From an optimization exercise on the open Yosys and OpenROAD flow, aimed at small area; shortcuts taken in it are not production practice. Function was checked by simulation only, so behaviour that the tests miss may differ from the original. Power and IR drop assume default switching activity.

### flow/config.mk
export PLATFORM = sky130hd
export DESIGN_NAME = Pipeline_CPU
export DESIGN_NICKNAME = Pipeline_CPU
export VERILOG_FILES = /design/flow/design.v
export SDC_FILE = /design/flow/constraint.sdc
export NUM_CORES = 8
export LEC_CHECK = 0
export CAP_MARGIN = 20
export CORE_MARGIN = 2
export CORE_UTILIZATION = 60
export GPL_TIMING_DRIVEN = 1
export SLEW_MARGIN = 20
export SYNTH_HIERARCHICAL = 1
### flow/constraint.sdc
create_clock -name core_clock -period 6.3 [get_ports {clk}]
set_input_delay 1.2600 -clock core_clock [delete_from_list [all_inputs] [get_ports {clk}]]
set_output_delay 1.2600 -clock core_clock [all_outputs]
set_load 0.01 [all_outputs]
### flow/design.v
module add_32(
    input  [31:0] a,
    input  [31:0] b,
    input         ci,
    output [31:0] c
);
    wire [31:0] p, g;
    add_pg pg(.a(a), .b(b), .p(p), .g(g));
    alu_carry carry(.p(p), .g(g), .ci(ci), .s(c), .c31());
endmodule
module add_pg(input [31:0] a, input [31:0] b, output [31:0] p, output [31:0] g);
    assign p = a ^ b;
    assign g = a & b;
endmodule
module inc30(
    input  [31:0] a,
    output [31:0] y
);
    wire [32:2] cy;
    assign cy[2] = 1'b1;
    genvar i;
    generate
        for (i = 2; i < 32; i = i + 1) begin : carry
            assign cy[i+1] = cy[i] & a[i];
        end
    endgenerate
    assign y = {a[31:2] ^ cy[31:2], a[1:0]};
endmodule
module REG32(
    input             clk,
    input             rst,
    input      [31:0] D,
    output reg [31:0] Q
);
    always @(posedge clk or posedge rst) begin
        if (rst) Q <= 32'b0;
        else Q <= D;
    end
endmodule
module Pipeline_IF(
    input wire clk_IF,
    input wire rst_IF,
    input wire [31:0] PC_in_IF,
    input wire PCSrc,
    input wire PCSrc_n,      
    output wire [31:0] PC_out_IF
);
    wire [31:0] PC_q;
    wire [31:0] PC_4;
    inc30 pc4(.a(PC_q), .y(PC_4));
    wire [31:0] PC_next;
    pc_mux m(.target(PC_in_IF), .pc4(PC_4), .s(PCSrc), .s_n(PCSrc_n), .y(PC_next));
    REG32 PC(
        .clk(clk_IF),
        .rst(rst_IF),
        .D(PC_next),
        .Q(PC_q)
    );
    assign PC_out_IF = PC_q;
endmodule
module pc_mux(input [31:0] target, pc4, input s, input s_n, output [31:0] y);
    genvar b;
    generate
        for (b = 0; b < 32; b = b + 1) begin : m
            cell_ao22 c(.a1(target[b]), .a2(s), .b1(pc4[b]), .b2(s_n), .y(y[b]));
        end
    endgenerate
endmodule
module IF_reg_ID(
    input wire clk_IFID,
    input wire rst_IFID,
    input wire[31:0] PC_in_IFID,
    input wire[31:0] inst_in_IFID,
    output reg [31:0] PC_out_IFID,
    output reg [31:0] inst_out_IFID
);
always @(posedge clk_IFID or posedge rst_IFID) begin
    if (rst_IFID) begin
        PC_out_IFID <= 32'b0;
        inst_out_IFID <= 32'b0;
    end
    else begin
        PC_out_IFID <= PC_in_IFID;
        inst_out_IFID <= inst_in_IFID;
    end
end
endmodule
module Regs(
    input clk,
    input rst,
    input [4:0] Rs1_addr,
    input [4:0] Rs2_addr,
    input [4:0] Wt_addr,
    input [31:0] Wt_data,
    input RegWrite,
    output [31:0] Rs1_data,
    output [31:0] Rs2_data
);
    reg [32*32-1:32] register;
    reg [31:1] valid;
    wire [31:1] we, we_n;
    wire [31:1] sel1, sel2;
    wire [32*32-1:32] next;
    genvar i, b;
    generate
        for (i = 1; i < 32; i = i + 1) begin : dec
            assign we[i] = RegWrite && (Wt_addr == i);
            assign we_n[i] = ~we[i];
            rf_wmux wm(.d(Wt_data), .q(register[i*32 +: 32]), .we(we[i]), .we_n(we_n[i]),
                       .y(next[i*32 +: 32]));
            assign sel1[i] = valid[i] & (Rs1_addr == i);
            assign sel2[i] = valid[i] & (Rs2_addr == i);
        end
    endgenerate
    always @(posedge clk) begin
        register <= next;
    end
    always @(posedge clk or posedge rst) begin
        if (rst) valid <= 31'b0;
        else valid <= valid | we;
    end
    generate
        for (b = 0; b < 32; b = b + 1) begin : rd
            wire [31:1] col;
            for (i = 1; i < 32; i = i + 1) begin : c
                assign col[i] = register[i*32 + b];
            end
            rf_rbit r1(.d(col), .s(sel1), .y(Rs1_data[b]));
            rf_rbit r2(.d(col), .s(sel2), .y(Rs2_data[b]));
        end
    endgenerate
endmodule
module rf_wmux(input [31:0] d, input [31:0] q, input we, input we_n, output [31:0] y);
    genvar b;
    generate
        for (b = 0; b < 32; b = b + 1) begin : m
            cell_ao22 c(.a1(d[b]), .a2(we), .b1(q[b]), .b2(we_n), .y(y[b]));
        end
    endgenerate
endmodule
module rf_rbit(input [31:1] d, input [31:1] s, output y);
    wire [10:0] t;
    genvar i;
    generate
        for (i = 0; i < 10; i = i + 1) begin : g
            cell_aoi222 u(.a1(d[3*i+1]), .a2(s[3*i+1]), .b1(d[3*i+2]), .b2(s[3*i+2]),
                          .c1(d[3*i+3]), .c2(s[3*i+3]), .y(t[i]));
        end
    endgenerate
    cell_nand2 u10(.a(d[31]), .b(s[31]), .y(t[10]));
    wire u0, u1, u2;
    cell_nand4 n0(.a(t[0]), .b(t[1]), .c(t[2]), .d(t[3]), .y(u0));
    cell_nand4 n1(.a(t[4]), .b(t[5]), .c(t[6]), .d(t[7]), .y(u1));
    cell_nand3 n2(.a(t[8]), .b(t[9]), .c(t[10]), .y(u2));
    cell_or3 o(.a(u0), .b(u1), .c(u2), .y(y));
endmodule
module cell_aoi222(input a1, a2, b1, b2, c1, c2, output y);
    assign y = ~((a1 & a2) | (b1 & b2) | (c1 & c2));
endmodule
module cell_nand2(input a, b, output y);
    assign y = ~(a & b);
endmodule
module cell_nand3(input a, b, c, output y);
    assign y = ~(a & b & c);
endmodule
module cell_nand4(input a, b, c, d, output y);
    assign y = ~(a & b & c & d);
endmodule
module cell_or3(input a, b, c, output y);
    assign y = a | b | c;
endmodule
module cell_ao22(input a1, a2, b1, b2, output y);
    assign y = (a1 & a2) | (b1 & b2);
endmodule
module cell_inv(input a, output y);
    assign y = ~a;
endmodule
module cell_xor2(input a, b, output y);
    assign y = a ^ b;
endmodule
module cell_ha(input a, b, output c, output s);
    assign c = a & b;
    assign s = a ^ b;
endmodule
module ImmGen(
  input [3:0]   ImmType,      
  input [31:2]  inst_field,
  output [30:0] Imm_out
);
    wire I = ImmType[0], S = ImmType[1], B = ImmType[2], J = ImmType[3];
    wire nU = I | S | B | J;
    imm_bits m(.ir(inst_field), .I(I), .S(S), .B(B), .J(J),
               .IJ(I | J), .SB(S | B), .IS(I | S), .ISB(I | S | B), .JU(~(I | S | B)),
               .U(~nU), .nU(nU), .y(Imm_out));
endmodule
module imm_bits(
  input [31:2] ir,
  input I, S, B, J, IJ, SB, IS, ISB, JU, U, nU,
  output [30:0] y
);
    assign y[0]     = (I & ir[20]) | (S & ir[7]);
    assign y[4:1]   = ({4{IJ}} & ir[24:21]) | ({4{SB}} & ir[11:8]);
    assign y[10:5]  = {6{nU}} & ir[30:25];
    assign y[11]    = (IS & ir[31]) | (B & ir[7]) | (J & ir[20]);
    assign y[19:12] = ({8{ISB}} & {8{ir[31]}}) | ({8{JU}} & ir[19:12]);
    assign y[30:20] = ({11{nU}} & {11{ir[31]}}) | ({11{U}} & ir[30:20]);
endmodule
module SCPU_ctrl(
  input [4:0]       OPcode,
  input [2:0]       Fun3,
  input             Fun7,
  output reg        MemtoReg,    
  output reg        PCtoReg,     
  output reg [1:0]  Br,
  output reg        RegWrite,
  output reg        MemRW,
  output reg [3:0]  ALU_Control
);
  localparam AND = 4'b0000, OR = 4'b0001, XOR = 4'b0010,
             ADD = 4'b0100, SUB = 4'b0101,
             SLL = 4'b1000, SRL = 4'b1001,
             SLT = 4'b1100, SLTU = 4'b1101;
  always @* begin
    MemtoReg = 1'b0; PCtoReg = 1'b0;
    Br = 2'b00; RegWrite = 1'b0; MemRW = 1'b0; ALU_Control = AND;
    case (OPcode)
    5'b01100: begin  
        RegWrite = 1'b1;
        case ({Fun3, Fun7})
            4'b0000: ALU_Control = ADD;
            4'b0001: ALU_Control = SUB;
            4'b0010: ALU_Control = SLL;
            4'b0100: ALU_Control = SLT;
            4'b0110: ALU_Control = SLTU;
            4'b1000: ALU_Control = XOR;
            4'b1010: ALU_Control = SRL;
            4'b1011: ALU_Control = SRL;    
            4'b1100: ALU_Control = OR;
            4'b1110: ALU_Control = AND;
            default: RegWrite = 1'b0;
        endcase
    end
    5'b00000: begin  
        MemtoReg = 1'b1; RegWrite = 1'b1; ALU_Control = ADD;
    end
    5'b01000: begin  
        MemRW = 1'b1; ALU_Control = ADD;
    end
    5'b00100: begin  
        RegWrite = 1'b1;
        case (Fun3)
            3'b000: ALU_Control = ADD;
            3'b010: ALU_Control = SLT;
            3'b011: ALU_Control = SLTU;
            3'b100: ALU_Control = XOR;
            3'b110: ALU_Control = OR;
            3'b111: ALU_Control = AND;
            3'b001: ALU_Control = SLL;
            3'b101: ALU_Control = SRL;
        endcase
    end
    5'b11000: begin  
        case (Fun3)
            3'b000: begin Br = 2'b01; ALU_Control = SUB; end
            3'b001: begin Br = 2'b10; ALU_Control = SUB; end
            default: ;
        endcase
    end
    5'b11011: begin  
        PCtoReg = 1'b1; RegWrite = 1'b1; Br = 2'b11;
    end
    5'b11001: begin  
        PCtoReg = 1'b1; RegWrite = 1'b1; Br = 2'b11; ALU_Control = ADD;
    end
    5'b01101: begin  
        PCtoReg = 1'b1; RegWrite = 1'b1;
    end
    default: ;
    endcase
  end
endmodule
module Pipeline_ID (
    input clk_ID,
    input rst_ID,
    input RegWrite_in_ID,
    input [4:0] Rd_addr_ID,
    input [31:0] Wt_data_ID,
    input [31:0] Inst_in_ID,
    output [31:0] Rs1_out_ID,
    output [31:0] Rs2_out_ID,
    output [3:0] ImmType_ID,    
    output ALUSrc_B_ID,         
    output Sub_ID               
);
    Regs Regs_0(
        .clk(clk_ID),
        .rst(rst_ID),
        .RegWrite(RegWrite_in_ID),
        .Wt_data(Wt_data_ID),
        .Wt_addr(Rd_addr_ID),
        .Rs1_addr(Inst_in_ID[19:15]),
        .Rs2_addr(Inst_in_ID[24:20]),
        .Rs1_data(Rs1_out_ID),
        .Rs2_data(Rs2_out_ID)
    );
    wire [4:0] op = Inst_in_ID[6:2];
    assign ImmType_ID[0] = op == 5'b00000 || op == 5'b00100 || op == 5'b11001;
    assign ImmType_ID[1] = op == 5'b01000;
    assign ImmType_ID[2] = op == 5'b11000 && Inst_in_ID[14:13] == 2'b00;
    assign ImmType_ID[3] = op == 5'b11011;
    wire [2:0] f3 = Inst_in_ID[14:12];
    assign ALUSrc_B_ID = op == 5'b00000 || op == 5'b01000 || op == 5'b00100 || op == 5'b11001;
    assign Sub_ID = (op == 5'b01100 && (f3 == 3'b000 && Inst_in_ID[30] || f3 == 3'b010 && !Inst_in_ID[30] || f3 == 3'b011 && !Inst_in_ID[30]))
                 || (op == 5'b00100 && (f3 == 3'b010 || f3 == 3'b011))
                 || (op == 5'b11000 && (f3 == 3'b000 || f3 == 3'b001));
endmodule
module ID_reg_Ex(
    input clk_IDEX,
    input rst_IDEX,
    input [31:0] PC_in_IDEX,
    input [31:0] inst_in_IDEX,
    input [3:0] ImmType_in_IDEX,
    input [31:0] Rs1_in_IDEX,
    input [31:0] Rs2_in_IDEX,
    input ALUSrc_B_in_IDEX,
    input Sub_in_IDEX,
    output reg [31:0] PC_out_IDEX,
    output [31:2] inst_out_IDEX,
    output reg [3:0] ImmType_out_IDEX,   
    output reg [31:0] Rs1_out_IDEX,
    output reg [31:0] Rs2_out_IDEX,
    output reg ALUSrc_B_out_IDEX,
    output reg ALUSrc_B_n_out_IDEX,      
    output reg Sub_out_IDEX
);
    reg [31:12] ir_hi;
    reg [11:7] ir_rd;
    reg [6:2] ir_op;
    always @ (posedge clk_IDEX) begin
        Rs1_out_IDEX <= Rs1_in_IDEX;
        ir_rd <= inst_in_IDEX[11:7];
    end
    always @ (posedge clk_IDEX or posedge rst_IDEX) begin
        if (rst_IDEX) begin
            PC_out_IDEX <= 32'b0;
            ir_hi <= 20'b0;
            ir_op <= 5'b0;
            ImmType_out_IDEX <= 4'b0;
            Rs2_out_IDEX <= 32'b0;
            ALUSrc_B_out_IDEX <= 1'b0;
            ALUSrc_B_n_out_IDEX <= 1'b1;
            Sub_out_IDEX <= 1'b0;
        end
        else begin
            PC_out_IDEX <= PC_in_IDEX;
            ir_hi <= inst_in_IDEX[31:12];
            ir_op <= inst_in_IDEX[6:2] ^ 5'b00001;
            ImmType_out_IDEX <= ImmType_in_IDEX;
            Rs2_out_IDEX <= Rs2_in_IDEX;
            ALUSrc_B_out_IDEX <= ALUSrc_B_in_IDEX;
            ALUSrc_B_n_out_IDEX <= ~ALUSrc_B_in_IDEX;
            Sub_out_IDEX <= Sub_in_IDEX;
        end
    end
    assign inst_out_IDEX = {ir_hi, ir_rd, ir_op ^ 5'b00001};
endmodule
module ALU (
  input [31:0]  A,
  input [31:0]  B_n,          
  input [3:0]   ALU_operation,
  input         sub,           
  output [31:0] res
);
  wire [3:0] op = ALU_operation;
  wire sub_n = ~sub;
  wire c_and = op[3:1] == 3'b000;                    
  wire c_xor = op[3:2] == 2'b00 & (op[1] | op[0]);   
  wire s_sum = op[3:2] == 2'b01;
  wire s_sr  = op[3:2] == 2'b10 & op[0];
  wire s_sl  = op[3:2] == 2'b10 & ~op[0];
  wire s_lt  = op[3:2] == 2'b11;
  wire [31:0] g, p, sum;
  wire c31;
  genvar i;
  generate
    for (i = 0; i < 32; i = i + 1) begin : pg
      wire bx;
      cell_xor2 x(.a(B_n[i]), .b(sub_n), .y(bx));    
      cell_ha h(.a(A[i]), .b(bx), .c(g[i]), .s(p[i]));
    end
  endgenerate
  alu_carry carry(.p(p), .g(g), .ci(~sub_n), .s(sum), .c31(c31));
  wire lt_early = op[0] ? ~g[31] : A[31];
  wire lt_n = ~(s_lt & (p[31] ? ~c31 : lt_early));
  wire [31:0] sr;
  alu_shift shifter(.A(A), .s_n(B_n[4:0]), .left(~op[0]), .sr(sr));
  alu_result result(.g(g), .p(p), .sum(sum), .sr(sr), .lt_n(lt_n),
                    .c_and(c_and), .c_xor(c_xor), .s_sum(s_sum), .s_sr(s_sr), .s_sl(s_sl), .res(res));
endmodule
module alu_carry(
  input  [31:0] p,
  input  [31:0] g,
  input         ci,
  output [31:0] s,
  output        c31          
);
  reg [31:0] pp, gg;
  integer i, j;
  always @* begin
    pp = p;
    gg = g;
    gg[0] = gg[0] | (pp[0] & ci);
    for (i = 1; i <= 5; i = i + 1)
      for (j = 2**i - 1; j < 32; j = j + 2**i) begin
        gg[j] = gg[j] | (pp[j] & gg[j - 2**(i-1)]);
        pp[j] = pp[j] & pp[j - 2**(i-1)];
      end
    for (i = 5; i > 0; i = i - 1)
      for (j = 2**i + 2**(i-1) - 1; j < 32; j = j + 2**i) begin
        gg[j] = gg[j] | (pp[j] & gg[j - 2**(i-1)]);
        pp[j] = pp[j] & pp[j - 2**(i-1)];
      end
  end
  assign s = p ^ {gg[30:0], ci};
  assign c31 = gg[30];
endmodule
module alu_shift(input [31:0] A, input [4:0] s_n, input left, output [31:0] sr);
  wire [31:0] v0, v1, v2, v3, v4, v5;
  wire [4:0] s;
  genvar k;
  generate
    for (k = 0; k < 5; k = k + 1) begin : si
      cell_inv i(.a(s_n[k]), .y(s[k]));
    end
  endgenerate
  alu_shift_rev r(.a(A), .left(left), .left_n(~left), .y(v0));
  alu_shift_stage #(.K(0), .INV(1)) s0(.v(v0), .s(s[0]), .s_n(s_n[0]), .y(v1));
  alu_shift_stage #(.K(1), .INV(0)) s1(.v(v1), .s(s[1]), .s_n(s_n[1]), .y(v2));
  alu_shift_stage #(.K(2), .INV(1)) s2(.v(v2), .s(s[2]), .s_n(s_n[2]), .y(v3));
  alu_shift_stage #(.K(3), .INV(0)) s3(.v(v3), .s(s[3]), .s_n(s_n[3]), .y(v4));
  alu_shift_stage #(.K(4), .INV(1)) s4(.v(v4), .s(s[4]), .s_n(s_n[4]), .y(v5));
  assign sr = v5;
endmodule
module alu_shift_rev(input [31:0] a, input left, input left_n, output [31:0] y);
  genvar i;
  generate
    for (i = 0; i < 32; i = i + 1) begin : b
      assign y[i] = ~((left & a[31-i]) | (left_n & a[i]));
    end
  endgenerate
endmodule
module alu_shift_stage #(parameter K = 0, parameter INV = 0) (
  input [31:0] v, input s, input s_n, output [31:0] y);    
  genvar i;
  generate
    for (i = 0; i < 32; i = i + 1) begin : b
      if (i + 2**K < 32) begin : m
        assign y[i] = ~((s & v[i + 2**K]) | (s_n & v[i]));
      end else if (INV) begin : z
        assign y[i] = ~(s | (s_n & v[i]));
      end else begin : z
        assign y[i] = ~(s_n & v[i]);
      end
    end
  endgenerate
endmodule
module alu_result(
  input [31:0] g, p, sum, sr, input lt_n,
  input c_and, c_xor, s_sum, s_sr, s_sl,
  output [31:0] res);
  genvar i;
  generate
    for (i = 0; i < 32; i = i + 1) begin : b
      wire n1 = ~((c_and & g[i]) | (c_xor & p[i]));
      wire n2 = ~((s_sum & sum[i]) | (s_sr & sr[i]) | (s_sl & sr[31-i]));
      if (i == 0) begin : b0
        assign res[i] = ~(n1 & n2 & lt_n);
      end else begin : bn
        assign res[i] = ~(n1 & n2);
      end
    end
  endgenerate
endmodule
module Pipeline_Ex(
    input [31:0] PC_in_EX,
    input [31:2] Inst_in_EX,
    input [3:0] ImmType_in_EX,
    input [31:0] Rs1_in_EX,
    input [31:0] Rs2_in_EX,
    input ALUSrc_B_in_EX,
    input ALUSrc_B_n_in_EX,
    input Sub_in_EX,
    output [31:0] PC_out_EX,
    output [31:0] PC4_out_EX,
    output [31:0] ALU_out_EX,
    output [4:0] Rd_addr_EX,
    output [1:0] Br_EX,
    output MemRW_EX,
    output MemtoReg_EX,
    output PCtoReg_EX,
    output RegWrite_EX
);
wire [31:0] imm;
wire [30:0] imm30;
assign imm = {Inst_in_EX[31], imm30};
wire [3:0] aluctl;
ImmGen ImmGen_0(
    .ImmType(ImmType_in_EX),
    .inst_field(Inst_in_EX),
    .Imm_out(imm30)
);
SCPU_ctrl SCPU_ctrl_0(
    .OPcode(Inst_in_EX[6:2]),
    .Fun3(Inst_in_EX[14:12]),
    .Fun7(Inst_in_EX[30]),
    .MemtoReg(MemtoReg_EX),
    .PCtoReg(PCtoReg_EX),
    .Br(Br_EX),
    .RegWrite(RegWrite_EX),
    .MemRW(MemRW_EX),
    .ALU_Control(aluctl)
);
assign Rd_addr_EX = Inst_in_EX[11:7];
add_32 target(
    .a(PC_in_EX),
    .b(imm),
    .ci(1'b0),
    .c(PC_out_EX)
);
inc30 pc4(.a(PC_in_EX), .y(PC4_out_EX));
wire [31:0] b_n;
bmux bsel(.rs2(Rs2_in_EX), .imm(imm), .s(ALUSrc_B_in_EX), .s_n(ALUSrc_B_n_in_EX), .y_n(b_n));
ALU alu_inst(
    .A(Rs1_in_EX),
    .B_n(b_n),
    .ALU_operation(aluctl),
    .sub(Sub_in_EX),
    .res(ALU_out_EX)
);
endmodule
module bmux(input [31:0] rs2, imm, input s, input s_n, output [31:0] y_n);    
    assign y_n = ~((imm & {32{s}}) | (rs2 & {32{s_n}}));
endmodule
module Ex_reg_Mem(
  input clk_EXMem,
  input rst_EXMem,
  input [31:0] PC_in_EXMem,
  input [31:0] PC4_in_EXMem,
  input [4:0] Rd_addr_EXMem,
  input [31:0] ALU_in_EXMem,
  input [31:0] Rs2_in_EXMem,
  input [1:0] Br_in_EXMem,
  input MemRW_in_EXMem,
  input MemtoReg_in_EXMem,
  input PCtoReg_in_EXMem,
  input RegWrite_in_EXMem,
  output reg [31:0] PC_out_EXMem,
  output reg [31:0] PC4_out_EXMem,
  output reg [4:0] Rd_addr_out_EXMem,
  output reg [31:0] ALU_out_EXMem,
  output reg [31:0] Rs2_out_EXMem,
  output reg [1:0] Br_out_EXMem,
  output reg MemRW_out_EXMem,
  output reg MemtoReg_out_EXMem,
  output reg PCtoReg_out_EXMem,
  output reg RegWrite_out_EXMem
);
  always @(posedge clk_EXMem) begin
    PC_out_EXMem <= PC_in_EXMem;
    PC4_out_EXMem <= PC4_in_EXMem;
    Rd_addr_out_EXMem <= Rd_addr_EXMem;
  end
  always @(posedge clk_EXMem or posedge rst_EXMem) begin
    if (rst_EXMem) begin
      ALU_out_EXMem <= 32'b0;
      Rs2_out_EXMem <= 32'b0;
      Br_out_EXMem <= 2'b0;
      MemRW_out_EXMem <= 1'b0;
      MemtoReg_out_EXMem <= 1'b0;
      PCtoReg_out_EXMem <= 1'b0;
      RegWrite_out_EXMem <= 1'b0;
    end
    else begin
      ALU_out_EXMem <= ALU_in_EXMem;
      Rs2_out_EXMem <= Rs2_in_EXMem;
      Br_out_EXMem <= Br_in_EXMem;
      MemRW_out_EXMem <= MemRW_in_EXMem;
      MemtoReg_out_EXMem <= MemtoReg_in_EXMem;
      PCtoReg_out_EXMem <= PCtoReg_in_EXMem;
      RegWrite_out_EXMem <= RegWrite_in_EXMem;
    end
  end
endmodule
module Pipeline_Mem(
    input [1:0] Br_in_Mem,
    input [31:0] ALU_in_Mem,
    output PCSrc,
    output PCSrc_n
);
wire zero = ~|ALU_in_Mem;
assign PCSrc = (Br_in_Mem == 2'b11) | (Br_in_Mem == 2'b01 & zero) | (Br_in_Mem == 2'b10 & ~zero);
assign PCSrc_n = ~PCSrc;
endmodule
module Mem_reg_WB(
  input clk_MemWB,
  input rst_MemWB,
  input [31:0] Data_in_MemWB,
  input [4:0] Rd_addr_MemWB,
  input RegWrite_in_MemWB,
  output reg [31:0] Data_out_MemWB,
  output reg [4:0] Rd_addr_out_MemWB,
  output reg RegWrite_out_MemWB
);
  always @(posedge clk_MemWB) begin
    Rd_addr_out_MemWB <= Rd_addr_MemWB;
  end
  always @(posedge clk_MemWB or posedge rst_MemWB) begin
    if (rst_MemWB) begin
      Data_out_MemWB <= 32'b0;
      RegWrite_out_MemWB <= 1'b0;
    end
    else begin
      Data_out_MemWB <= Data_in_MemWB;
      RegWrite_out_MemWB <= RegWrite_in_MemWB;
    end
  end
endmodule
module Pipeline_WB(
    input MemtoReg_in_WB,
    input PCtoReg_in_WB,
    input [31:0] ALU_in_WB,
    input [31:0] DMem_data_WB,
    input [31:0] PC4_in_WB,
    output [31:0] Data_out_WB
);
wire s_mem = MemtoReg_in_WB;
wire s_pc = ~MemtoReg_in_WB & PCtoReg_in_WB;
wire s_alu = ~MemtoReg_in_WB & ~PCtoReg_in_WB;
genvar i;
generate
    for (i = 0; i < 32; i = i + 1) begin : m
        wire n;
        cell_aoi222 u(.a1(s_mem), .a2(DMem_data_WB[i]), .b1(s_pc), .b2(PC4_in_WB[i]),
                      .c1(s_alu), .c2(ALU_in_WB[i]), .y(n));
        cell_inv v(.a(n), .y(Data_out_WB[i]));
    end
endgenerate
endmodule
module Pipeline_CPU(
    input clk,
    input rst,
    input[31:0] Data_in,
    input[31:0] inst_IF,
    output[31:0] PC_out_IF,
    output[31:0] PC_out_ID,
    output[31:0] inst_ID,
    output[31:0] PC_out_EX,
    output       MemRW_Ex,
    output       MemRW_Mem,
    output[31:0] Addr_out,
    output[31:0] Data_out,
    output[31:0] Data_out_WB
);
    wire [31:0] pc_if;
    wire [31:0] pc_id, inst_id, rs1_id, rs2_id;
    wire [3:0]  immtype_id;
    wire        alusrc_id, sub_id, alusrc_ex, alusrc_n_ex, sub_ex;
    wire [31:0] pc_ex, rs1_ex, rs2_ex;
    wire [31:2] ir_ex;
    wire [3:0]  immtype_ex;
    wire [4:0]  rd_ex;
    wire        memrw_ex, memtoreg_ex, pctoreg_ex, regwrite_ex;
    wire [1:0]  br_ex;
    wire [31:0] target_ex, pc4_ex, alu_ex;
    wire [31:0] target_mem, pc4_mem, alu_mem, rs2_mem;
    wire [4:0]  rd_mem;
    wire [1:0]  br_mem;
    wire        memrw_mem, memtoreg_mem, pctoreg_mem, regwrite_mem;
    wire        pcsrc, pcsrc_n;
    wire [31:0] wb_next, wb_data;
    wire [4:0]  rd_wb;
    wire        regwrite_wb;
    Pipeline_IF Instruction_Fetch (
        .clk_IF(clk),
        .rst_IF(rst),
        .PC_in_IF(target_mem),
        .PCSrc(pcsrc),
        .PCSrc_n(pcsrc_n),
        .PC_out_IF(pc_if)
    );
    IF_reg_ID IF_reg_ID (
        .clk_IFID(clk),
        .rst_IFID(rst),
        .PC_in_IFID(pc_if),
        .inst_in_IFID(inst_IF),
        .PC_out_IFID(pc_id),
        .inst_out_IFID(inst_id)
    );
    Pipeline_ID Instruction_Decoder (
        .clk_ID(clk),
        .rst_ID(rst),
        .RegWrite_in_ID(regwrite_wb),
        .Rd_addr_ID(rd_wb),
        .Wt_data_ID(wb_data),
        .Inst_in_ID(inst_id),
        .Rs1_out_ID(rs1_id),
        .Rs2_out_ID(rs2_id),
        .ImmType_ID(immtype_id),
        .ALUSrc_B_ID(alusrc_id),
        .Sub_ID(sub_id)
    );
    ID_reg_Ex ID_reg_Ex (
        .clk_IDEX(clk),
        .rst_IDEX(rst),
        .PC_in_IDEX(pc_id),
        .inst_in_IDEX(inst_id),
        .ImmType_in_IDEX(immtype_id),
        .Rs1_in_IDEX(rs1_id),
        .Rs2_in_IDEX(rs2_id),
        .ALUSrc_B_in_IDEX(alusrc_id),
        .Sub_in_IDEX(sub_id),
        .PC_out_IDEX(pc_ex),
        .inst_out_IDEX(ir_ex),
        .ImmType_out_IDEX(immtype_ex),
        .Rs1_out_IDEX(rs1_ex),
        .Rs2_out_IDEX(rs2_ex),
        .ALUSrc_B_out_IDEX(alusrc_ex),
        .ALUSrc_B_n_out_IDEX(alusrc_n_ex),
        .Sub_out_IDEX(sub_ex)
    );
    Pipeline_Ex Execute (
        .PC_in_EX(pc_ex),
        .Inst_in_EX(ir_ex),
        .ImmType_in_EX(immtype_ex),
        .Rs1_in_EX(rs1_ex),
        .Rs2_in_EX(rs2_ex),
        .ALUSrc_B_in_EX(alusrc_ex),
        .ALUSrc_B_n_in_EX(alusrc_n_ex),
        .Sub_in_EX(sub_ex),
        .PC_out_EX(target_ex),
        .PC4_out_EX(pc4_ex),
        .ALU_out_EX(alu_ex),
        .Rd_addr_EX(rd_ex),
        .Br_EX(br_ex),
        .MemRW_EX(memrw_ex),
        .MemtoReg_EX(memtoreg_ex),
        .PCtoReg_EX(pctoreg_ex),
        .RegWrite_EX(regwrite_ex)
    );
    Ex_reg_Mem Ex_reg_Mem (
        .clk_EXMem(clk),
        .rst_EXMem(rst),
        .PC_in_EXMem(target_ex),
        .PC4_in_EXMem(pc4_ex),
        .Rd_addr_EXMem(rd_ex),
        .ALU_in_EXMem(alu_ex),
        .Rs2_in_EXMem(rs2_ex),
        .Br_in_EXMem(br_ex),
        .MemRW_in_EXMem(memrw_ex),
        .MemtoReg_in_EXMem(memtoreg_ex),
        .PCtoReg_in_EXMem(pctoreg_ex),
        .RegWrite_in_EXMem(regwrite_ex),
        .PC_out_EXMem(target_mem),
        .PC4_out_EXMem(pc4_mem),
        .Rd_addr_out_EXMem(rd_mem),
        .ALU_out_EXMem(alu_mem),
        .Rs2_out_EXMem(rs2_mem),
        .Br_out_EXMem(br_mem),
        .MemRW_out_EXMem(memrw_mem),
        .MemtoReg_out_EXMem(memtoreg_mem),
        .PCtoReg_out_EXMem(pctoreg_mem),
        .RegWrite_out_EXMem(regwrite_mem)
    );
    Pipeline_Mem Memory_Access (
        .Br_in_Mem(br_mem),
        .ALU_in_Mem(alu_mem),
        .PCSrc(pcsrc),
        .PCSrc_n(pcsrc_n)
    );
    Pipeline_WB Write_Back (
        .MemtoReg_in_WB(memtoreg_mem),
        .PCtoReg_in_WB(pctoreg_mem),
        .ALU_in_WB(alu_mem),
        .DMem_data_WB(Data_in),
        .PC4_in_WB(pc4_mem),
        .Data_out_WB(wb_next)
    );
    Mem_reg_WB Mem_reg_WB (
        .clk_MemWB(clk),
        .rst_MemWB(rst),
        .Data_in_MemWB(wb_next),
        .Rd_addr_MemWB(rd_mem),
        .RegWrite_in_MemWB(regwrite_mem),
        .Data_out_MemWB(wb_data),
        .Rd_addr_out_MemWB(rd_wb),
        .RegWrite_out_MemWB(regwrite_wb)
    );
    assign PC_out_IF = pc_if;
    assign PC_out_ID = pc_id;
    assign inst_ID = inst_id;
    assign PC_out_EX = target_ex;
    assign MemRW_Ex = memrw_ex;
    assign MemRW_Mem = memrw_mem;
    assign Addr_out = alu_mem;
    assign Data_out = rs2_mem;
    assign Data_out_WB = wb_data;
endmodule
### flow/flow/run.sh
#!/bin/bash
# Layout flow: the standard flow (standard.sh) with these changes:
#  - the port buffers are the smallest buffer cell (buf_1);
#  - the clock tree is built from clkbuf_8, with clkbuf_4 driving
#    clusters of at most 9 sinks, without dummy loads;
#  - the larger buffers (buf_6 and up) are not used, so that repair
#    buffers the high-fanout nets with small buffers;
#  - the buffers synthesis made are removed before placement
#    (REMOVE_ABC_BUFFERS), as the standard flow's timing-driven
#    placement would.
# Each step's full log is under orfs/logs; standard.sh's own output goes
# to standard.log.
set -e
PLATFORM_DONT_USE="$(sed -n '/^export DONT_USE_CELLS += /,/^#/p' $FLOW_HOME/platforms/sky130hd/config.mk | grep -o 'sky130_fd_sc_hd__[a-z0-9_]*' | tr '\n' ' ')"
EXTRA_DONT_USE="sky130_fd_sc_hd__buf_6 sky130_fd_sc_hd__buf_8 sky130_fd_sc_hd__buf_12 sky130_fd_sc_hd__buf_16 sky130_fd_sc_hd__bufbuf_8 sky130_fd_sc_hd__bufbuf_16"
export BUFFER_PORTS_ARGS="-buffer_cell sky130_fd_sc_hd__buf_1"
export CTS_ARGS="-sink_clustering_enable -repair_clock_nets -buf_list sky130_fd_sc_hd__clkbuf_8 -sink_clustering_buffer sky130_fd_sc_hd__clkbuf_4 -sink_clustering_size 9 -sink_clustering_max_diameter 35 -dont_use_dummy_load"
bash standard.sh "DONT_USE_CELLS=$PLATFORM_DONT_USE $EXTRA_DONT_USE" REMOVE_ABC_BUFFERS=1 finish > standard.log 2>&1
### flow/standard.sh
#!/bin/bash
# synth_recipe.tcl (not shown) runs the flow's synth.tcl, then flattens the netlist and writes it again
# the make line also repeats each setting of config.mk as NAME=value (left out here)
make -C /OpenROAD-flow-scripts/flow DESIGN_CONFIG=/design/flow/config.mk WORK_HOME=/design/flow/orfs CLKGATE_MAP_FILE= SYNTH_SCRIPT=/design/flow/synth_recipe.tcl "${@:-finish}"
==> results_dict.tcl, run 1 <==
set metrics [dict create \
    max_clock_freq_mhz 164.7 \
    p_leak_uw 0.02526 \
    arrival_ns 4.81 \
    drt-vias-per-instance 8.306 \
    path_clk_slew_ns 0.09 \
    p_sw_uw 5252 \
    hp-class "reg2reg" \
    worstSetupPathDepth 14 \
    std_cell_rows 112 \
    synthAdderAreaFrac 0.03495 \
    insertion_delay_ns 0.92 \
    path_cells "or4_4, and2_1, ha_1, a21oi_1, o21ai_0, a221oi_2, o41ai_2, a221o_2, a41oi_2, a21oi_1, ha_1, or2_2, xor2_1, buf_1" \
    internal_power_uw 12260 \
    fin_nets 5445 \
    synth.area.mux_share 0.0009069 \
    setup.worst_path.end_class "output port" \
    worst_slew_pin_slew_ns 1.318 \
    timing.setup.critical_path_class "reg2out" \
    synth_simple_gate_area_frac 0.06799 \
    start_kind "register" \
    skew_ns 0.08768 \
    drc_errors 0 \
    power_uw 17510 \
    n_fill_cell 7347 \
    clockBufferDepth 3 \
    yosysUniqueCellTypes 69 \
    synthesis.area_sq_mm 0.05657 \
    area_growth_pct 8.878 \
    num_vias 53990 \
    io_pins 292 \
    synth_ff_type "dfxtp_1" \
    post-dp-hpwl_um 167600 \
    crit_required_ns 5.04 \
    hold_viol_final 0 \
    fin_crit_sh 0.9637 \
    status "timing/DRC/antenna clean" \
    initial_core_util 0.6061 \
    cts_tree "done" \
    grt_pass1_vias 49610 \
    synth_warnings 14 \
    cts_made_buffers 209 \
    maxSlewHeadroom 0.1216 \
    cellPowerDensity_mw_per_mm2 284.3 \
    synth_top_family_by_area "compound AO/OA/AOI/OAI gates" \
    critical-path-top-delay-family "compound AO/OA/AOI/OAI gates" \
    max_cap_violations 0 \
    die_w_um 311.1 \
    cts_max_level 4 \
    drt_iter0_markers 13620 \
    gp_congestion 1.038 \
    p_clk_frac 0.272 \
    die_h_um 311.1 \
    grt_use_total 0.5044 \
    synth-xor-area-share 0.01006 \
    cts.sinks 1429 \
    grt_overflow 0 \
    post-route-util 0.6599 \
    hold_depth 0 \
    setup_viol 0 \
    worstRegToRegCells 30 \
    hold_buffers 0 \
    synthArstFlopShare 0.2281 \
    syn_inst 4636 \
    avgSynthCellArea_sq_um 12.20 \
    totalWireLength_um 255200 \
    dr.pass1.iters 17 \
    swShare 0.2999 \
    peakVddDrop_mv 0.2052 \
    cp_num_buf_inv 1 \
    ys_ff_latch 1429 \
    min_period_ns 6.071 \
    ys_seq_area_frac 0.5346 \
    wire_per_inst_um 39.27 \
    drtAntennaViolNets 0 \
    core_sq_mm 0.09333 \
    cp_slowest_cell "or4_4" \
    slowest_delay_ns 0.58 \
    die-area_sq_mm 0.09675 \
    worst-path-max-fanout 7 \
    io_buffer_count 291 \
    grt_max_degree 74 \
    pwr-share-comb 0.132 \
    seqPwrFrac 0.596 \
    slew_viol_final 0 \
    synth_edf_count 0 \
    grt_pass1_wl_um 358400 \
    root_buffer "clkbuf_8" \
    drive_gt1_frac 0.09044 \
    antenna_found_initial 49 \
    synth_compound_area_frac 0.3364 \
]
## cell usage in the layout, fill, tap and decap left out, types with 10 or more instances in the layout
cell	Yosys	layout
dfxtp_1	1103	1103
a22o_1	1031	1031
a222oi_1	704	704
buf_1	0	352
dfrtp_1	325	323
clkbuf_4	0	192
nand2_1	187	181
a22oi_1	177	176
ha_1	158	158
nand4_1	136	136
buf_2	32	93
nand3_1	70	70
or3_1	66	66
and3_1	62	60
inv_1	62	58
a21o_1	57	57
a22oi_2	49	50
nor2_1	79	47
a21oi_1	41	41
xor2_1	36	36
xnor2_1	29	29
diode_2	0	27
nor2_4	0	22
buf_4	51	22
clkbuf_8	1	20
nor2_2	1	11
or2_2	10	10
nor2b_1	11	10
## worst paths after layout
| check | from | to | slack (ns) |
|---|---|---|---|
| setup reg to reg | Instruction_Fetch.PC.Q[2]$_DFF_PP0_ | Instruction_Fetch.PC.Q[31]$_DFF_PP0_ | 0.28 |
| hold / removal | IF_reg_ID.PC_out_IFID[30]$_DFF_PP0_ | ID_reg_Ex.PC_out_IDEX[30]$_DFF_PP0_ | 0.36 |
| min in group asynchronous | rst | Ex_reg_Mem.Br_out_EXMem[1]$_DFF_PP0_ | 0.62 |
| hold reg to reg | IF_reg_ID.PC_out_IFID[30]$_DFF_PP0_ | ID_reg_Ex.PC_out_IDEX[30]$_DFF_PP0_ | 0.36 |
| setup / recovery | ID_reg_Ex.ImmType_out_IDEX[1]$_DFF_PP0_ | PC_out_EX[31] | 0.23 |
| max in group asynchronous | rst | Instruction_Decoder.Regs_0.valid[29]$_DFF_PP0_ | 4.09 |
## cell type report
cell class	count	area, sq um	share of cell area
repair buffers	473	2028	0.03293
clock buffers	209	1675	0.02720
inverters	62	235.2	0.003819
well taps	1254	1569	0.02547
multi-input cells	3046	25770	0.4184
flip-flops and latches	1429	30240	0.4910
diodes	27	67.56	0.001097
## per-module statistics from Yosys, one instance, submodules excluded, excerpt
module / cells inside / flops+latches
ALU: 13 / 0
ID_reg_Ex: 141 / 133
IF_reg_ID: 65 / 64
ImmGen: 7 / 0
Pipeline_Ex: 6 / 0
Pipeline_WB: 2 / 0
Regs: 1258 / 1023
alu_carry: 100 / 0
alu_result: 112 / 0
cell_ha: 1 / 0
cell_nand3: 1 / 0
## sequential cells by signal, indices dropped and copies added (netlist names), 20 cells and up
signal and cells:
Instruction_Decoder.Regs_0.register 992, Ex_reg_Mem.ALU_out_EXMem 32, Ex_reg_Mem.PC4_out_EXMem 32, Ex_reg_Mem.PC_out_EXMem 32
Ex_reg_Mem.Rs2_out_EXMem 32, ID_reg_Ex.PC_out_IDEX 32, ID_reg_Ex.Rs1_out_IDEX 32, ID_reg_Ex.Rs2_out_IDEX 32
IF_reg_ID.PC_out_IFID 32, IF_reg_ID.inst_out_IFID 32, Instruction_Fetch.PC.Q 32, Mem_reg_WB.Data_out_MemWB 32
Instruction_Decoder.Regs_0.valid 31, ID_reg_Ex.ir_hi 20
## routing by layer
layer	part of all wire	up-vias	wire length, um	track usage
li1	-	21390	-	-
met1	0.34	25980	86140	0.6329
met2	0.41	5363	103800	0.7097
met3	0.17	1216	43290	0.2021
met4	0.085	40	21720	0.3465
met5	0.0012	-	305	0
## power groups by stage
stage	Clock, uW	Combinational (uW)	Sequential, uW
CTS	4680	2250	10400
global route	5050	2430	10500
detailed placement	0	2240	10600
global placement	0	2200	10600
floorplan	0	1140	10500
finish	4760	2310	10400
## logic make-up after synthesis
logic type      Yosys count
compound gates         2105
xor+xnor                 65
fa+ha+maj               158
buf+inv                 161
flops                  1429
mux                       5
other cells               1
simple gates            712
## synth_stat cells, types with 57 or more instances
cell type	count	share of area
a222oi_1	704	0.12
a22o_1	1031	0.16
a22oi_1	177	0.023
or3_1	66	0.0073
ha_1	158	0.035
and3_1	62	0.0069
a21o_1	57	0.0076
dfrtp_1	325	0.14
nand4_1	136	0.015
nand3_1	70	0.0062
dfxtp_1	1103	0.39
nand2_1	187	0.012
nor2_1	79	0.0052
inv_1	62	0.0041
## worst reg2reg max path, delay by kind of cell (launching register included)
family                     cells  cell delay (ns)
DFF                            1             0.42
adders and majority gates     28             5.15
AOI/OAI and AO/OA              1             0.20
xor gates and xnor gates       1             0.16
## through the flow
stage	cells	setup slack, ns	hold slack [ns]	cell area [sq um]	setup TNS (ns)
2_1_floorplan	4537	0.5752	0.3096	55950	0
3_3_place_gp	6256	0.3418	0.3384	59720	0
3_5_place_dp	6259	0.3270	0.3438	59740	0
4_1_cts	6468	0.06133	0.3636	61420	0
5_1_grt	6482	-0.0003433	0.3734	61550	-0.0003433
6_report	6500	0.2288	0.3613	61590	0
## timing repair
item	4_1_cts	5_1_grt
setup buffers	0	1
hold endpoints to repair	0	0
gates resized for setup	0	4
setup endpoints to repair	0	2
==> run 2: changes to the inputs <==
--- a/flow/config.mk
+++ b/flow/config.mk
@@ -9,3 +9,3 @@
 export CORE_MARGIN = 2
-export CORE_UTILIZATION = 60
+export CORE_UTILIZATION = 65
 export GPL_TIMING_DRIVEN = 1
==> run 2 against run 1 <==
Still clean on timing, DRC and antenna; routed wire length shrank 1.1%; power shrank 0.55%; core utilization grew 5.0 points; die area shrank 7.6%; final cell count shrank 1.5%; sequential power is essentially flat; clock power shrank 2%; sequential share of layout area grew 0.19 points; critical path type unchanged; largest power group unchanged.
==> results_dict.tcl, run 2 <==
set metrics [dict create \
    swShare 0.2996 \
    grt_pass1_vias 50790 \
    die_h_um 299.0 \
    met1_length_um 83050 \
    maxSlewHeadroom 0.1442 \
    slew_viol_final 0 \
    setup.worst_path.end_class "output port" \
    initial_core_util 0.6541 \
    io_pins 292 \
    worst-path-max-fanout 7 \
    whs_ns 0.3494 \
    avgSynthCellArea_sq_um 12.20 \
    regMostFlops "Instruction_Decoder.Regs_0.register" \
    synth.area.top_cells "dfxtp_1, a22o_1, dfrtp_1" \
    post-dp-hpwl_um 166400 \
    syn_inst 4636 \
    grt_use_total 0.5449 \
    io_buffer_count 291 \
    cts_tree "done" \
    hold_viol_final 0 \
    drt_iter0_markers 13720 \
    max_cap_violations 0 \
    ys_seq_area_frac 0.5346 \
    timing.setup.critical_path_class "reg2out" \
    drtAntennaViolNets 0 \
    p_sw_uw 5217 \
    worst_slew_pin_slew_ns 1.281 \
    totalWireLength_um 252300 \
    skew_ns 0.1124 \
    hp-class "reg2reg" \
    yosysUniqueCellTypes 69 \
    die_w_um 299.0 \
    pwr-share-comb 0.135 \
    synth_warnings 14 \
    insertion_delay_ns 0.92 \
    final_cell_mix "dfxtp_1, a22o_1, a222oi_1, buf_1, dfrtp_1" \
    fin_nets 5452 \
    synth_edf_count 0 \
    gp_congestion 1.063 \
    grt_pass1_wl_um 357800 \
    top_layer_used "met5" \
    setup_viol 0 \
    power_uw 17420 \
    arrival_ns 4.85 \
    wire_per_inst_um 39.40 \
    max_clock_freq_mhz 163.6 \
    peakVddDrop_mv 0.2914 \
    fin_setup_tns_ns 0 \
    std_cell_rows 108 \
    dr.pass1.iters 14 \
    cts.sinks 1429 \
    start_kind "register" \
    crit_required_ns 5.04 \
    synth_ff_type "dfxtp_1" \
    num_vias 54720 \
    internal_power_uw 12200 \
    min_period_ns 6.111 \
    synthArstFlopShare 0.2281 \
    seqPwrFrac 0.598 \
    synth_top_area_cell "dfxtp_1" \
    path_clk_slew_ns 0.09 \
    cellPowerDensity_mw_per_mm2 283.9 \
    root_buffer "clkbuf_8" \
    p_clk_frac 0.267 \
    fin_crit_sh 0.9701 \
    met3RoutedLength_um 44760 \
    final_common_cell "dfxtp_1" \
    synth.most_common_cell "dfxtp_1" \
    largest_register_ff_count 992 \
    wl_met2_um 99710 \
    grt_max_degree 66 \
    area_growth_pct 8.460 \
    cts_made_buffers 200 \
    grt_overflow 0 \
    drc_errors 0 \
    p_leak_uw 0.02525 \
    cts_max_level 4 \
    drive_gt1_frac 0.08879 \
    n_fill_cell 6442 \
    antenna_found_initial 42 \
    hold_buffers 0 \
    status "timing/DRC/antenna clean" \
    ys_ff_latch 1429 \
    synth_common_cells "dfxtp_1, a22o_1, a222oi_1" \
    clockBufferDepth 3 \
    core_sq_mm 0.08648 \
    synthesis.area_sq_mm 0.05657 \
    synth_top_area_share 0.3903 \
    die-area_sq_mm 0.08940 \
    drt-vias-per-instance 8.544 \
]
-- run 2: cell counts after synthesis --
No cell type changed its count.
-- run 2: timing repair --
action / CTS / global route
hold endpoints to repair: 0 / 0
setup buffers: 0 / 2
endpoints found under the setup margin: 0 / 3
gates resized for setup: 0 / 6
-- run 2: metal layers --
layer  vias to the layer above  global-route usage
met3                      1513              0.2342
li1                      21430                   -
met4                        30              0.4012
met5                         -            0.003704
met1                     25810              0.6754
met2                      5925              0.7530
-- run 2: critical path, cell delays in order (launching register included) --
cell	delay [ns]
dfrtp_1	0.45
or2_2	0.35
a22o_1	0.31
ha_1	0.30
ha_1	0.21
o211ai_1	0.16
nand2_1	0.11
a31oi_2	0.30
o41ai_2	0.16
a221o_2	0.41
a41oi_2	0.24
a21oi_1	0.10
ha_1	0.19
or2_2	0.31
xor2_1	0.20
buf_1	0.17
-- run 2: cell families (layout without fill, tap and decap cells) --
| kind of cell | Yosys count | in the layout | synth area share |
|---|---|---|---|
| AOI/OAI and AO/OA | 2105 | 2105 | 0.3364 |
| xor gates and xnor gates | 65 | 65 | 0.01006 |
| other | 1 | 24 | 0.00006629 |
| and+or+nand+nor | 712 | 712 | 0.06799 |
| buffers and inverters | 161 | 751 | 0.01500 |
| DFF | 1429 | 1429 | 0.5346 |
| adders and majority gates | 158 | 158 | 0.03495 |
| muxes | 5 | 5 | 0.0009069 |
-- run 2: modules after synthesis (local to each module, per instance), excerpt --
module	copies in the design	flip-flops and latches	area, sq um	cells
Regs	1	1023	22020	1258
IF_reg_ID	1	64	1605	65
Ex_reg_Mem	1	139	3137	140
Pipeline_ID	1	0	122.6	17
cell_ao22	1024	0	8.758	1
ALU	1	0	77.57	13
cell_nand2	64	0	3.754	1
cell_or3	64	0	6.256	1
Mem_reg_WB	1	38	929.6	39
cell_inv	37	0	3.754	1
REG32	1	32	804.5	33
alu_result	1	0	774.5	112
-- run 2: worst paths after layout --
path	start	to	slack (ns)	depth (start not counted)
max	ID_reg_Ex.ImmType_out_IDEX[0]$_DFF_PP0_	PC_out_EX[31]	0.19	15
min	Ex_reg_Mem.Rd_addr_out_EXMem[4]$_DFF_P_	Mem_reg_WB.Rd_addr_out_MemWB[4]$_DFF_P_	0.35	0
max reg2reg	Instruction_Fetch.PC.Q[2]$_DFF_PP0_	Instruction_Fetch.PC.Q[31]$_DFF_PP0_	0.27	30
min reg2reg	Ex_reg_Mem.Rd_addr_out_EXMem[4]$_DFF_P_	Mem_reg_WB.Rd_addr_out_MemWB[4]$_DFF_P_	0.35	0
max in group asynchronous	rst	Instruction_Decoder.Regs_0.valid[10]$_DFF_PP0_	4.16	3
min in group asynchronous	rst	ID_reg_Ex.ir_hi[31]$_DFF_PP0_	0.74	2
-- run 2: per-stage QoR --
step                      utilization  std cells  setup WS, ns  area, sq um
after floorplan                     -       4537        0.5752        55950
after global placement         0.6892       6176        0.3270        59600
after detailed placement       0.6894       6177        0.2447        59620
after CTS                      0.7080       6377       0.06609        61230
after global routing           0.7088       6383      -0.02049        61300
final                          0.7094       6404        0.1886        61350
-- run 2: final cells by class --
class,instances,area (sq um),area share
Antenna cell,23,57.56,0.0009381
Inverter,62,235.2,0.003834
Multi-Input combinational cell,3046,25730,0.4193
Sequential cell,1429,30240,0.4929
Timing Repair Buffer,489,2041,0.03326
Clock buffer,200,1608,0.02621
Tap cell,1155,1445,0.02355
-- run 2: power by group through the flow --
stage                     clock, uW  combinational [uW]  sequential [uW]
final                          4650                2340            10400
after floorplan                   0                1140            10500
after CTS                      4560                2270            10400
after global routing           4930                2460            10500
after global placement            0                2200            10600
after detailed placement          0                2260            10600
==> run 3: changes to the inputs <==
--- a/flow/config.mk
+++ b/flow/config.mk
@@ -11,2 +11,3 @@
 export GPL_TIMING_DRIVEN = 1
+export PLACE_DENSITY = 0.75
 export SLEW_MARGIN = 20
==> run 3 against run 2 <==
Core utilization about the same; routed wire length about the same; final cell count about the same; clock-buffer cell count up 2; maximum frequency up 0.37%; critical path depth down 1; clock skew down 0.0051 ns; global-route usage up 0.091 points; worst hold slack worse by 0.0075 ns; power up 0.15%; area after synthesis unchanged; critical endpoint unchanged.
==> results_dict.tcl, run 3 <==
set metrics [dict create \
    wire_per_inst_um 39.43 \
    critical-path-top-delay-family "compound AO/OA/AOI/OAI gates" \
    min_period_ns 6.089 \
    die-area_sq_mm 0.08940 \
    avgSynthCellArea_sq_um 12.20 \
    syn_inst 4636 \
    p_clk_frac 0.268 \
    final_cell_mix "dfxtp_1, a22o_1, a222oi_1, buf_1, dfrtp_1" \
    n_fill_cell 6411 \
    synth_edf_count 0 \
    regMostFlops "Instruction_Decoder.Regs_0.register" \
    drt_iter0_markers 13480 \
    synthesis.area_sq_mm 0.05657 \
    synth_ff_type "dfxtp_1" \
    cts_max_level 4 \
    p_sw_uw 5230 \
    synthArstFlopShare 0.2281 \
    hp-class "reg2reg" \
    io_pins 292 \
    skew_ns 0.1073 \
    yosysUniqueCellTypes 69 \
    drt-vias-per-instance 8.511 \
    synth_top_area_cell "dfxtp_1" \
    cts_tree "done" \
    path_clk_slew_ns 0.10 \
    swShare 0.2998 \
    die_w_um 299.0 \
    peakVddDrop_mv 0.3186 \
    gp_congestion 1.105 \
    grt_setup_unrepaired "false" \
    cts_made_buffers 202 \
    totalWireLength_um 252600 \
    pwr-share-comb 0.134 \
    setup.worst_path.end_class "output port" \
    synth_warnings 14 \
    cp_slowest_cell "or4_4" \
    start_kind "register" \
    timing.setup.critical_path_class "reg2out" \
    root_buffer "clkbuf_8" \
    grt_pass1_vias 50620 \
    drtAntennaViolNets 0 \
    cp_num_buf_inv 1 \
    worst_slew_pin_slew_ns 1.302 \
    grt_pass1_wl_um 357300 \
    drc_errors 0 \
    maxSlewHeadroom 0.1323 \
    clockBufferDepth 3 \
    drive_gt1_frac 0.09148 \
    synth_top_area_share 0.3903 \
    setup_viol 0 \
    insertion_delay_ns 0.93 \
    cellPowerDensity_mw_per_mm2 284.1 \
    max_cap_violations 0 \
    whs_ns 0.3419 \
    fin_nets 5451 \
    seqPwrFrac 0.599 \
    final_common_cell "dfxtp_1" \
    core_sq_mm 0.08648 \
    grt_overflow 0 \
    slowest_delay_ns 0.58 \
    post-dp-hpwl_um 166300 \
    io_buffer_count 291 \
    synth_common_cells "dfxtp_1, a22o_1, a222oi_1" \
    status "timing/DRC/antenna clean" \
    initial_core_util 0.6541 \
    max_clock_freq_mhz 164.2 \
    post-route-util 0.7099 \
    num_vias 54510 \
    grt_use_total 0.5458 \
    std_cell_rows 108 \
    arrival_ns 4.83 \
    fin_crit_sh 0.9665 \
    die_h_um 299.0 \
    internal_power_uw 12210 \
    dr.pass1.iters 17 \
    synth.most_common_cell "dfxtp_1" \
    fin_setup_tns_ns 0 \
    ys_ff_latch 1429 \
    grt_max_degree 73 \
    hold_viol_final 0 \
    hold_buffers 0 \
    worst-path-max-fanout 7 \
    synth.area.top_cells "dfxtp_1, a22o_1, dfrtp_1" \
    ys_seq_area_frac 0.5346 \
    largest_register_ff_count 992 \
    crit_required_ns 5.04 \
    antenna_found_initial 43 \
    slew_viol_final 0 \
    cts.sinks 1429 \
    path_cells "or4_4, and2_1, ha_1, a21oi_1, o21ai_0, a221oi_2, o41ai_2, a221o_2, a41oi_2, a21oi_1, ha_1, or2_2, xor2_2, buf_1" \
    area_growth_pct 8.524 \
    p_leak_uw 0.02522 \
]
-- run 3: changes by cell type in the layout (fill, tap and decap cells not counted), moves of 4 or more --
cell | before | now
buf_4 | 17 | 21
and3_1 | 59 | 54
buf_2 | 102 | 98
and3_2 | 3 | 8
-- run 3: cell type report --
| class | count | area, sq um | share of cell area |
|---|---|---|---|
| Tap cell | 1155 | 1445 | 0.02354 |
| Sequential cell | 1429 | 30240 | 0.4926 |
| Timing Repair Buffer | 486 | 2031 | 0.03308 |
| Antenna cell | 25 | 62.56 | 0.001019 |
| Clock buffer | 202 | 1623 | 0.02643 |
| Inverter | 62 | 235.2 | 0.003832 |
| Multi-Input combinational cell | 3046 | 25750 | 0.4195 |
-- run 3: routing by layer --
layer	GRT usage	wire length (um)	part of all wire
met1	0.6740	82740	0.33
met5	0.004762	239	0.00095
met4	0.4306	26120	0.10
met3	0.2435	45390	0.18
met2	0.7370	98080	0.39
-- run 3: final timing paths --
kind / startpoint / end / slack [ns] / cells after the start
worst max-delay path: ID_reg_Ex.ImmType_out_IDEX[1]$_DFF_PP0_ / PC_out_EX[31] / 0.21 / 14
worst min-delay path: Ex_reg_Mem.Rd_addr_out_EXMem[2]$_DFF_P_ / Mem_reg_WB.Rd_addr_out_MemWB[2]$_DFF_P_ / 0.34 / 0
worst max register to register: Instruction_Fetch.PC.Q[2]$_DFF_PP0_ / Instruction_Fetch.PC.Q[31]$_DFF_PP0_ / 0.26 / 30
worst min register to register: Ex_reg_Mem.Rd_addr_out_EXMem[2]$_DFF_P_ / Mem_reg_WB.Rd_addr_out_MemWB[2]$_DFF_P_ / 0.34 / 0
max in group asynchronous: rst / Instruction_Decoder.Regs_0.valid[5]$_DFF_PP0_ / 4.02 / 3
min in group asynchronous: rst / IF_reg_ID.PC_out_IFID[29]$_DFF_PP0_ / 0.88 / 2
-- run 3: cells by family after synthesis --
family | synth area share
AOI/OAI and AO/OA | 0.3364
xor gates and xnor gates | 0.01006
adders and majority gates | 0.03495
and+or+nand+nor | 0.06799
buffers and inverters | 0.01500
other | 0.00006629
DFF | 0.5346
muxes | 0.0009069
-- run 3: stage by stage --
step	total power, uW	area (sq um)	std cells	setup slack (ns)
3_3_place_gp	12770	59600	6172	0.3412
3_5_place_dp	12840	59640	6176	0.2200
5_1_grt	17890	61340	6383	0.009826
4_1_cts	17230	61270	6378	0.002245
2_1_floorplan	11650	55950	4537	0.5752
6_report	17440	61390	6405	0.2109
-- run 3: per-module statistics from Yosys (local to each module, per instance), a selection --
module | cells inside | copies in the design | area, sq um | flip-flops and latches
ID_reg_Ex | 141 | 1 | 3189 | 133
alu_result | 112 | 1 | 774.5 | 0
bmux | 38 | 1 | 435.4 | 0
inc30 | 32 | 2 | 377.9 | 0
Pipeline_ID | 17 | 1 | 122.6 | 0
ALU | 13 | 1 | 77.57 | 0
ImmGen | 7 | 1 | 43.79 | 0
cell_ha | 1 | 32 | 12.51 | 0
cell_aoi222 | 1 | 672 | 10.01 | 0
cell_ao22 | 1 | 1024 | 8.758 | 0
cell_or3 | 1 | 64 | 6.256 | 0
cell_nand4 | 1 | 128 | 6.256 | 0
cell_nand3 | 1 | 64 | 5.005 | 0
-- run 3: repair_timing --
| action | 4_1_cts | 5_1_grt |
|---|---|---|
| gates resized for setup | 1 | 8 |
| pin swaps | 0 | 1 |
| gates cloned | 0 | 0 |
| buffers inserted | 0 | 1 |
| endpoints found under the setup margin | 1 | 2 |
-- run 3: power by group through the flow --
stage,clock (uW),sequential [uW],combinational (uW)
final,4670,10400,2340
after global routing,4960,10500,2440
after CTS,4570,10400,2260
after detailed placement,0,10600,2240
after global placement,0,10600,2190
after floorplan,0,10500,1140
==> run 4: changes to the inputs <==
--- a/flow/config.mk
+++ b/flow/config.mk
@@ -9,5 +9,4 @@
 export CORE_MARGIN = 2
-export CORE_UTILIZATION = 65
+export CORE_UTILIZATION = 67
 export GPL_TIMING_DRIVEN = 1
-export PLACE_DENSITY = 0.75
 export SLEW_MARGIN = 20
==> run 4 against run 3 <==
Still clean; maximum frequency decreased by 1.0%; routed wire length increased by 3.1%; power rose by 0.14%; clock power hardly changed; via count up 2.8%; core utilization grew 2.4 points; area after synthesis unchanged; design area about the same; synthesized cell count unchanged; register-to-register slack got worse by 0.04 ns; clock skew down 0.0053 ns; sequential power is essentially flat; critical endpoint unchanged; largest cell class unchanged; highest routed layer unchanged.
==> results_dict.tcl, run 4 <==
set metrics [dict create \
    drtAntennaViolNets 0 \
    fin_nets 5443 \
    synth.most_common_cell "dfxtp_1" \
    initial_core_util 0.6759 \
    grt_setup_unrepaired "true" \
    avgSynthCellArea_sq_um 12.20 \
    place_ws_ns 0.1784 \
    drt_iter0_markers 14760 \
    dpl_cell_area_sq_mm 0.05960 \
    status "timing/DRC/antenna clean" \
    std_cell_rows 106 \
    synth_ff_type "dfxtp_1" \
    cp_slowest_cell "or4_4" \
    peakVddDrop_mv 0.2975 \
    n_fill_cell 5900 \
    io_pins 292 \
    io_buffer_count 291 \
    slowest_delay_ns 0.59 \
    grt_max_degree 56 \
    worst-path-max-fanout 7 \
    crit_required_ns 5.04 \
    synthesis.area_sq_mm 0.05657 \
    post-route-util 0.7335 \
    core_sq_mm 0.08369 \
    setup.worst_path.end_class "output port" \
    path_clk_slew_ns 0.10 \
    cts_max_level 4 \
    path_cells "or4_4, and2_1, ha_1, a21oi_1, o21ai_0, a221oi_2, o41ai_2, a221o_2, a41oi_2, a21oi_1, ha_1, or2_2, xor2_1, clkbuf_2" \
    yosysUniqueCellTypes 69 \
    fin_crit_sh 0.9763 \
    slew_viol_final 0 \
    synth_edf_count 0 \
    area_growth_pct 8.511 \
    largest_register_ff_count 992 \
    root_buffer "clkbuf_8" \
    post-dp-hpwl_um 170500 \
    setup_viol 0 \
    regMostFlops "Instruction_Decoder.Regs_0.register" \
    insertion_delay_ns 0.91 \
    skew_ns 0.1020 \
    cellPowerDensity_mw_per_mm2 284.6 \
    arrival_ns 4.89 \
    synth_common_cells "dfxtp_1, a22o_1, a222oi_1" \
    synth_top_area_cell "dfxtp_1" \
    gp_congestion 1.068 \
    syn_inst 4636 \
    final_cell_mix "dfxtp_1, a22o_1, a222oi_1, buf_1, dfrtp_1" \
    p_leak_uw 0.02528 \
    dr.pass1.iters 23 \
    worst_slack_ns 0.1491 \
    grt_use_total 0.5811 \
    timing.setup.critical_path_class "reg2out" \
    dp_cells 6146 \
    die_w_um 294.6 \
    totalWireLength_um 260400 \
    cp_num_buf_inv 1 \
    cts.sinks 1429 \
    synth_warnings 14 \
    maxSlewHeadroom 0.1229 \
    fin_area_sq_mm 0.06138 \
    ys_ff_latch 1429 \
    ys_seq_area_frac 0.5346 \
    grt_pass1_wl_um 365600 \
    drc_errors 0 \
    synth_top_area_share 0.3903 \
    num_vias 56020 \
    hold_viol_final 0 \
    setup.worst_path.start "ID_reg_Ex.ImmType_out_IDEX[1]$_DFF_PP0_" \
    drive_gt1_frac 0.09220 \
    grt_overflow 0 \
    die_h_um 294.6 \
    cts_tree "done" \
    worst_slew_pin_slew_ns 1.316 \
    holdCritStartpoint "ID_reg_Ex.ir_rd[9]$_DFF_P_" \
    start_kind "register" \
    clockBufferDepth 3 \
    final_common_cell "dfxtp_1" \
    max_cap_violations 0 \
    max_clock_freq_mhz 162.6 \
    r2r_start "Instruction_Fetch.PC.Q[3]$_DFF_PP0_" \
    cts_made_buffers 198 \
    die-area_sq_mm 0.08677 \
    antenna_found_initial 36 \
    hp-class "reg2reg" \
    min_period_ns 6.151 \
    power_uw 17470 \
    grt_pass1_vias 51840 \
    critical-path-top-delay-family "compound AO/OA/AOI/OAI gates" \
    synth.area.top_cells "dfxtp_1, a22o_1, dfrtp_1" \
    synthArstFlopShare 0.2281 \
    wire_per_inst_um 40.82 \
    final_cells 6378 \
    drt-vias-per-instance 8.783 \
]
run 4: per-module statistics from Yosys (local to each module, per instance), a selection:
module | flip-flops and latches | copies in the design | cells | area (sq um)
cell_nand3 | 0 | 64 | 1 | 5.005
cell_ao22 | 0 | 1024 | 1 | 8.758
bmux | 0 | 1 | 38 | 435.4
Pipeline_Ex | 0 | 1 | 6 | 41.29
Regs | 1023 | 1 | 1258 | 22020
cell_inv | 0 | 37 | 1 | 3.754
cell_aoi222 | 0 | 672 | 1 | 10.01
cell_nand4 | 0 | 128 | 1 | 6.256
add_pg | 0 | 1 | 32 | 400.4
run 4: cell type report:
class / count / area (sq um) / area share
multi-input combinational: 3046 / 25770 / 0.4198
sequential: 1429 / 30240 / 0.4927
tap: 1134 / 1419 / 0.02312
inverter: 62 / 235.2 / 0.003832
timing repair buffer: 482 / 2053 / 0.03345
antenna: 27 / 67.56 / 0.001101
clock buffer: 198 / 1593 / 0.02595
run 4: path summary, 6_finish.rpt:
check                           cells past startpoint                                              to  slack (ns)
worst max-delay path                               14                                   PC_out_EX[31]        0.15
worst max register to register                     30            Instruction_Fetch.PC.Q[31]$_DFF_PP0_        0.22
worst min-delay path                                0         Ex_reg_Mem.Rd_addr_out_EXMem[2]$_DFF_P_        0.31
min in group asynchronous                           2         Mem_reg_WB.Data_out_MemWB[25]$_DFF_PP0_        0.79
worst min register to register                      0         Ex_reg_Mem.Rd_addr_out_EXMem[2]$_DFF_P_        0.31
max in group asynchronous                           3  Instruction_Decoder.Regs_0.valid[11]$_DFF_PP0_        4.06
run 4: through the flow:
stage          hold slack (ns)  setup TNS (ns)
5_1_grt                 0.3174       -0.005094
4_1_cts                 0.3109               0
6_report                0.3137               0
2_1_floorplan           0.3096               0
3_3_place_gp            0.3198               0
3_5_place_dp            0.3194               0
run 4: where the power goes:
| group | total, uW | leakage, uW | internal (uW) | switching, uW |
|---|---|---|---|---|
| Clock | 4650 | 0.000955 | 1570 | 3080 |
| Combinational | 2360 | 0.0112 | 829 | 1530 |
| Sequential | 10500 | 0.0132 | 9790 | 664 |
run 4: what timing repair did:
action,4_1_cts,5_1_grt
resized for setup,0,9
buffers inserted,0,2
setup endpoints to repair,0,4
hold buffers,0,0
run 4: cells by family after synthesis:
kind of cell / share of synthesized area
simple gates: 0.06799
flops: 0.5346
buf+inv: 0.01500
compound gates: 0.3364
xor+xnor: 0.01006
other cells: 0.00006629
fa+ha+maj: 0.03495
mux: 0.0009069
run 4: routing by layer:
layer / up-vias / share of wire / global-route usage
li1: 21370 / - / -
met1: 26090 / 0.31 / 0.6863
met2: 6532 / 0.38 / 0.7844
met3: 1994 / 0.19 / 0.2807
met4: 32 / 0.12 / 0.5002
met5: - / 0.00094 / 0

-- port drivers added, routing unchanged --
No port has a modelled driver above. Below, the same layouts with a new extraction and two added sets of constraints. Step 1 (the two cells are an assumption about what drives the block):
set clk [get_ports {clk}]
set_driving_cell -lib_cell sky130_fd_sc_hd__clkbuf_16 $clk
set_driving_cell -lib_cell sky130_fd_sc_hd__buf_2 [delete_from_list [all_inputs] $clk]
Step 2, shift: input delay + t, output delay - t, t = (earliest + latest rising clock arrival at the registers) / 2. This alone moves slack from input paths to output paths. a / b / c = ideal / step 1 / step 2; a / b = the first two.
run | shift t [ns] | slack for setup (ns) | hold slack, ns | worst setup path at the end | worst slew at a driven data input, ns
run 1 | 0.947 | 0.229 / 0.154 / 0.276 | 0.361 / 0.361 / 0.361 | register to register | 0.06
run 2 | 0.935 | 0.189 / 0.109 / 0.268 | 0.349 / 0.349 / 0.349 | register to register | 0.11
run 3 | 0.957 | 0.211 / 0.136 / 0.256 | 0.342 / 0.342 / 0.342 | register to register | 0.08
run 4 | 0.938 | 0.149 / 0.070 / 0.222 | 0.314 / 0.314 / 0.314 | register to register | 0.12
After both steps every run listed still meets setup and hold.
